Context: an optimization exercise on an open-source flow, tuned for small area and a short achievable clock period. The choices shown serve that exercise and are no tape-out recipe. The RTL was checked by simulation tests, not by an equivalence proof against the original design.

## alpha
==> flow/design.v (excerpt) <==
module adder(clk, rst, in_valid, operand_1, operand_2, out_valid, Sum);
Size in the first run: ~660 cells after synthesis, ~100 I/O pins.
clock: 4.0 ns
lec_check: 0
abc_area: 0
cap_margin: 20
core_margin: 2
core_utilization: 40
cts_buf_list: sky130_fd_sc_hd__clkbuf_4 sky130_fd_sc_hd__clkbuf_8
setup_slack_margin: 1.5
slew_margin: 20
standard.sh (not shown) runs the stock make flow with config.mk's settings and CLKGATE_MAP_FILE= SYNTH_SCRIPT=/design/flow/synth_recipe.tcl, a recipe that flattens the netlist after the stock synthesis.
==> flow/flow/run.sh <==
#!/bin/bash
# Standard layout with two changes:
#  - synthesis leaves the adder logic to ABC instead of first mapping it to
#    the library's full- and half-adder cells (ADDER_MAP_FILE empty); the
#    registers are not affected;
#  - plain buf_1 cells as the port buffers.
export BUFFER_PORTS_ARGS="-buffer_cell sky130_fd_sc_hd__buf_1"
bash standard.sh ADDER_MAP_FILE= finish > standard.log 2>&1
alpha finished all stages; the layout is clean.
Setup changes, alpha to beta
Settings: a change of ABC_AREA from 0 to 1; a change of SETUP_SLACK_MARGIN from 1.5 to 1.55.
Notes after the runs:
beta ended up with a lower growth of design area from synthesis to finish than alpha did.
Final critical-path required period on beta is down relative to alpha.
Synthesized cell count came out higher on beta than on alpha.
Looking at final standard cell area without fillers, beta sits 19% below alpha.
Clock-buffer cell count: beta vs alpha identical
In beta, area fraction of clock buffers and clock inverters is higher than in alpha.
Changes observed in beta relative to alpha: instance count after placement with tap cells included +about 28%; count of nets left with antenna violations after detail routing ~0 delta.
Taking alpha as the reference, in beta total number of cells along the worst setup path went down, mapped cell area has decreased.
Compared with alpha, beta shows horizontal die dimension lower by 3.5%.
Inputs modified between beta and gamma:
Settings: a change of SETUP_SLACK_MARGIN from 1.55 to 1.5.
==> flow/flow/run.sh <==
#!/bin/bash
# Standard layout with three changes:
#  - the ABC script that maps the logic (ABC_AREA=1) is flow/abc_area.script;
#  - synthesis leaves the adder logic to ABC (ADDER_MAP_FILE empty);
#  - plain buf_1 cells as the port buffers.
# None of them touches the registers.
set -e
rm -rf scripts
cp -r "$FLOW_HOME/scripts" scripts
cp flow/abc_area.script scripts/abc_area.script
export BUFFER_PORTS_ARGS="-buffer_cell sky130_fd_sc_hd__buf_1"
bash standard.sh SCRIPTS_DIR="$PWD/scripts" ADDER_MAP_FILE= finish > standard.log 2>&1
==> flow/flow/abc_area.script (new file) <==
strash
dch
map -a
topo
stime -c
buffer -c
upsize -c
dnsize -c
==> run summary <==
Measured against each other, beta and gamma differ in data required time at the worst endpoint, the higher figure coming from gamma.
Re fraction of area in non-clock buffers: beta and gamma aren't equal, and the higher value belongs to gamma.
Compared gamma vs beta, and die width is down in gamma.


The RTL this note starts from:
==> flow/design.v <==
module adder(clk, rst, in_valid, operand_1, operand_2, out_valid, Sum);
input clk;
input rst;
input in_valid;
input [31:0] operand_1;
input [31:0] operand_2;
output out_valid;
output [31:0] Sum;
reg [1:0] valid;
always @(posedge clk)
    if (rst) valid <= 0;
    else valid <= {valid[0:0], in_valid};
assign out_valid = valid[1];
wire [30:0] op2_iw = operand_2[30:0];
wire [31:0] a = operand_1;
wire [30:0] b = op2_iw;
wire [8:0] d12 = {1'b0, a[30:23]} - {1'b0, b[30:23]};
wire [7:0] d21 = b[30:23] - a[30:23];
wire [7:0] cgt = a[30:23] & ~b[30:23];
wire [7:0] ceq = ~(a[30:23] ^ b[30:23]);
wire [3:0] cgt1, ceq1;
wire [1:0] cgt2, ceq2;
genvar ci;
generate for (ci = 0; ci < 4; ci = ci + 1) begin : cmp1
    assign cgt1[ci] = cgt[2*ci+1] | (ceq[2*ci+1] & cgt[2*ci]);
    assign ceq1[ci] = ceq[2*ci+1] & ceq[2*ci];
end endgenerate
generate for (ci = 0; ci < 2; ci = ci + 1) begin : cmp2
    assign cgt2[ci] = cgt1[2*ci+1] | (ceq1[2*ci+1] & cgt1[2*ci]);
    assign ceq2[ci] = ceq1[2*ci+1] & ceq1[2*ci];
end endgenerate
wire ge = cgt2[1] | (ceq2[1] & (cgt2[0] | ceq2[0]));
wire [7:0] dd = ge ? d12[7:0] : d21;
wire [0:0] sgn_aw = a[31];
wire [7:0] emax_aw = ge ? a[30:23] : b[30:23];
wire [22:0] fb_aw = ge ? a[22:0] : b[22:0];
wire [22:0] fs_aw = ge ? b[22:0] : a[22:0];
wire [4:0] sh_aw = dd[4:0];
wire [0:0] shz_aw = (dd[7:5] != 3'd0) || (dd[4:3] == 2'b11);
wire [23:0] x0 = {1'b1, fs_aw};
wire [23:0] x1 = sh_aw[0] ? (x0 >> 1) : x0;
wire [23:0] x2 = sh_aw[1] ? (x1 >> 2) : x1;
wire [23:0] x3 = sh_aw[2] ? (x2 >> 4) : x2;
reg [0:0] sgn_s3;
reg [7:0] emax_s3;
reg [22:0] fb_s3;
reg [23:0] xs_s3;
reg [4:0] sh_s3;
reg [0:0] shz_s3;
always @(posedge clk) begin
    sgn_s3 <= sgn_aw;
    emax_s3 <= emax_aw;
    fb_s3 <= fb_aw;
    xs_s3 <= x3;
    sh_s3 <= sh_aw;
    shz_s3 <= shz_aw;
end
wire [23:0] xz3 = shz_s3 ? 24'd0 : xs_s3;
wire [23:0] x4 = sh_s3[3] ? (xz3 >> 8) : xz3;
wire [23:0] x5 = sh_s3[4] ? (x4 >> 16) : x4;
wire [23:0] sml = x5;
wire [24:0] ms;
madd u_madd(.a({1'b1, fb_s3}), .b(sml), .s(ms));
reg [0:0] sgn_c;
reg [7:0] emax_c;
reg [23:0] ms_c;
always @(posedge clk) begin
    sgn_c <= sgn_s3;
    emax_c <= emax_s3;
    ms_c <= ms[24:1];
end
wire [23:0] msn = ms_c;
wire [7:0] e = emax_c + {7'd0, msn[23]};
wire [22:0] f = msn[23] ? msn[22:0] : {msn[21:0], 1'b0};
wire [31:0] res_dw = {sgn_c, e, f};
assign Sum = res_dw;
endmodule
module madd(a, b, s);
input [23:0] a;
input [23:0] b;
output [24:0] s;
wire [23:0] g0 = a & b;
wire [23:0] p0 = a ^ b;
wire g1_1 = g0[1] | (p0[1] & g0[0]);
wire p1_1 = p0[1] & p0[0];
wire g3_1 = g0[3] | (p0[3] & g0[2]);
wire p3_1 = p0[3] & p0[2];
wire g5_1 = g0[5] | (p0[5] & g0[4]);
wire p5_1 = p0[5] & p0[4];
wire g7_1 = g0[7] | (p0[7] & g0[6]);
wire p7_1 = p0[7] & p0[6];
wire g9_1 = g0[9] | (p0[9] & g0[8]);
wire p9_1 = p0[9] & p0[8];
wire g11_1 = g0[11] | (p0[11] & g0[10]);
wire p11_1 = p0[11] & p0[10];
wire g13_1 = g0[13] | (p0[13] & g0[12]);
wire p13_1 = p0[13] & p0[12];
wire g15_1 = g0[15] | (p0[15] & g0[14]);
wire p15_1 = p0[15] & p0[14];
wire g17_1 = g0[17] | (p0[17] & g0[16]);
wire p17_1 = p0[17] & p0[16];
wire g19_1 = g0[19] | (p0[19] & g0[18]);
wire p19_1 = p0[19] & p0[18];
wire g21_1 = g0[21] | (p0[21] & g0[20]);
wire p21_1 = p0[21] & p0[20];
wire g23_1 = g0[23] | (p0[23] & g0[22]);
wire p23_1 = p0[23] & p0[22];
wire g2_1 = g0[2] | (p0[2] & g1_1);
wire p2_1 = p0[2] & p1_1;
wire g3_2 = g3_1 | (p3_1 & g1_1);
wire p3_2 = p3_1 & p1_1;
wire g6_1 = g0[6] | (p0[6] & g5_1);
wire p6_1 = p0[6] & p5_1;
wire g7_2 = g7_1 | (p7_1 & g5_1);
wire p7_2 = p7_1 & p5_1;
wire g10_1 = g0[10] | (p0[10] & g9_1);
wire p10_1 = p0[10] & p9_1;
wire g11_2 = g11_1 | (p11_1 & g9_1);
wire p11_2 = p11_1 & p9_1;
wire g14_1 = g0[14] | (p0[14] & g13_1);
wire p14_1 = p0[14] & p13_1;
wire g15_2 = g15_1 | (p15_1 & g13_1);
wire p15_2 = p15_1 & p13_1;
wire g18_1 = g0[18] | (p0[18] & g17_1);
wire p18_1 = p0[18] & p17_1;
wire g19_2 = g19_1 | (p19_1 & g17_1);
wire p19_2 = p19_1 & p17_1;
wire g22_1 = g0[22] | (p0[22] & g21_1);
wire p22_1 = p0[22] & p21_1;
wire g23_2 = g23_1 | (p23_1 & g21_1);
wire p23_2 = p23_1 & p21_1;
wire g4_1 = g0[4] | (p0[4] & g3_2);
wire p4_1 = p0[4] & p3_2;
wire g5_2 = g5_1 | (p5_1 & g3_2);
wire p5_2 = p5_1 & p3_2;
wire g6_2 = g6_1 | (p6_1 & g3_2);
wire p6_2 = p6_1 & p3_2;
wire g7_3 = g7_2 | (p7_2 & g3_2);
wire p7_3 = p7_2 & p3_2;
wire g12_1 = g0[12] | (p0[12] & g11_2);
wire p12_1 = p0[12] & p11_2;
wire g13_2 = g13_1 | (p13_1 & g11_2);
wire p13_2 = p13_1 & p11_2;
wire g14_2 = g14_1 | (p14_1 & g11_2);
wire p14_2 = p14_1 & p11_2;
wire g15_3 = g15_2 | (p15_2 & g11_2);
wire p15_3 = p15_2 & p11_2;
wire g20_1 = g0[20] | (p0[20] & g19_2);
wire p20_1 = p0[20] & p19_2;
wire g21_2 = g21_1 | (p21_1 & g19_2);
wire p21_2 = p21_1 & p19_2;
wire g22_2 = g22_1 | (p22_1 & g19_2);
wire p22_2 = p22_1 & p19_2;
wire g23_3 = g23_2 | (p23_2 & g19_2);
wire p23_3 = p23_2 & p19_2;
wire g8_1 = g0[8] | (p0[8] & g7_3);
wire p8_1 = p0[8] & p7_3;
wire g9_2 = g9_1 | (p9_1 & g7_3);
wire p9_2 = p9_1 & p7_3;
wire g10_2 = g10_1 | (p10_1 & g7_3);
wire p10_2 = p10_1 & p7_3;
wire g11_3 = g11_2 | (p11_2 & g7_3);
wire p11_3 = p11_2 & p7_3;
wire g12_2 = g12_1 | (p12_1 & g7_3);
wire p12_2 = p12_1 & p7_3;
wire g13_3 = g13_2 | (p13_2 & g7_3);
wire p13_3 = p13_2 & p7_3;
wire g14_3 = g14_2 | (p14_2 & g7_3);
wire p14_3 = p14_2 & p7_3;
wire g15_4 = g15_3 | (p15_3 & g7_3);
wire p15_4 = p15_3 & p7_3;
wire g16_1 = g0[16] | (p0[16] & g15_4);
wire p16_1 = p0[16] & p15_4;
wire g17_2 = g17_1 | (p17_1 & g15_4);
wire p17_2 = p17_1 & p15_4;
wire g18_2 = g18_1 | (p18_1 & g15_4);
wire p18_2 = p18_1 & p15_4;
wire g19_3 = g19_2 | (p19_2 & g15_4);
wire p19_3 = p19_2 & p15_4;
wire g20_2 = g20_1 | (p20_1 & g15_4);
wire p20_2 = p20_1 & p15_4;
wire g21_3 = g21_2 | (p21_2 & g15_4);
wire p21_3 = p21_2 & p15_4;
wire g22_3 = g22_2 | (p22_2 & g15_4);
wire p22_3 = p22_2 & p15_4;
wire g23_4 = g23_3 | (p23_3 & g15_4);
wire p23_4 = p23_3 & p15_4;
assign s[0] = p0[0];
assign s[1] = p0[1] ^ g0[0];
assign s[2] = p0[2] ^ g1_1;
assign s[3] = p0[3] ^ g2_1;
assign s[4] = p0[4] ^ g3_2;
assign s[5] = p0[5] ^ g4_1;
assign s[6] = p0[6] ^ g5_2;
assign s[7] = p0[7] ^ g6_2;
assign s[8] = p0[8] ^ g7_3;
assign s[9] = p0[9] ^ g8_1;
assign s[10] = p0[10] ^ g9_2;
assign s[11] = p0[11] ^ g10_2;
assign s[12] = p0[12] ^ g11_3;
assign s[13] = p0[13] ^ g12_2;
assign s[14] = p0[14] ^ g13_3;
assign s[15] = p0[15] ^ g14_3;
assign s[16] = p0[16] ^ g15_4;
assign s[17] = p0[17] ^ g16_1;
assign s[18] = p0[18] ^ g17_2;
assign s[19] = p0[19] ^ g18_2;
assign s[20] = p0[20] ^ g19_3;
assign s[21] = p0[21] ^ g20_2;
assign s[22] = p0[22] ^ g21_3;
assign s[23] = p0[23] ^ g22_3;
assign s[24] = g23_4;
endmodule
==> flow/config.mk <==
export PLATFORM = sky130hd
export DESIGN_NAME = adder
export DESIGN_NICKNAME = adder
export VERILOG_FILES = /design/flow/design.v
export SDC_FILE = /design/flow/constraint.sdc
export NUM_CORES = 4
export LEC_CHECK = 0
export ABC_AREA = 1
export CAP_MARGIN = 20
export CORE_MARGIN = 2
export CORE_UTILIZATION = 40
export CTS_BUF_LIST = sky130_fd_sc_hd__clkbuf_4 sky130_fd_sc_hd__clkbuf_8
export SETUP_SLACK_MARGIN = 1.2
export SLEW_MARGIN = 20
==> flow/constraint.sdc <==
create_clock -name core_clock -period 4.0 [get_ports {clk}]
set_input_delay 0.8000 -clock core_clock [delete_from_list [all_inputs] [get_ports {clk}]]
set_output_delay 0.8000 -clock core_clock [all_outputs]
set_load 0.01 [all_outputs]
==> flow/flow/run.sh <==
#!/bin/bash
# Standard layout, with plain buf_1 cells as the port buffers.
export BUFFER_PORTS_ARGS="-buffer_cell sky130_fd_sc_hd__buf_1"
bash standard.sh > standard.log 2>&1
Change:
- CTS_CLUSTER_DIAMETER: unset -> 100
- CTS_CLUSTER_SIZE: unset -> 30
- SETUP_SLACK_MARGIN: 1.2 -> 1.3
What happened: Routed wire length drops by 0.35%; worst hold slack hardly moves; area after synthesis is unchanged; maximum frequency is higher by 2.9%.
Change:
==> flow/flow/run.sh (replaced) <==
#!/bin/bash
# Standard layout with two changes:
#  - synthesis leaves the adder logic to ABC instead of first mapping it to
#    the library's full- and half-adder cells (ADDER_MAP_FILE empty); the
#    registers are not affected;
#  - plain buf_1 cells as the port buffers.
export BUFFER_PORTS_ARGS="-buffer_cell sky130_fd_sc_hd__buf_1"
bash standard.sh ADDER_MAP_FILE= finish > standard.log 2>&1
- CTS_CLUSTER_DIAMETER: 100 -> unset
- CTS_CLUSTER_SIZE: 30 -> unset
- SETUP_SLACK_MARGIN: 1.3 -> 1.7
After rerunning: Area after synthesis grows by 2.1%. Cell area went up by 15%. Routed wire length rises by 15%. Setup slack gains 250 ps. Via count rose by 12%. Utilization climbs by 5.3 points. First-iteration DRC count climbs by 24%. Die area rose by 2.1%.

==> separate check: timing with driven ports <==
Ports are ideal in the flow. The routed layouts listed here were re-timed in OpenROAD. Step 1 sets driving cells, clkbuf_16 on the clock port and buf_2 on the other inputs (assumed; they add their load-dependent delay and slew). Step 2, shift: input delay + t, output delay - t, t = (earliest + latest rising clock arrival at the registers) / 2. This alone moves slack from input paths to output paths. Three values: ideal ports, drivers, drivers and shift; two values: the first two.
run	t (ns)	slack for setup (ns)	cell pins on the clock port's net
alpha	0.405	0.937 / 0.934 / 0.529	1
beta	0.399	1.572 / 1.542 / 1.203	1
gamma	0.399	0.960 / 0.926 / 0.526	1
the first run of note 2	0.406	1.352 / 1.348 / 0.953	1
the second run of note 2	0.398	1.426 / 1.426 / 1.077	1
the third run of note 2	0.395	1.676 / 1.661 / 1.291	1
After both steps setup and hold are still met in every run listed. The setup slack of gamma, which loses most, moves by -0.034 ns with the drivers and by -0.434 ns with both steps.
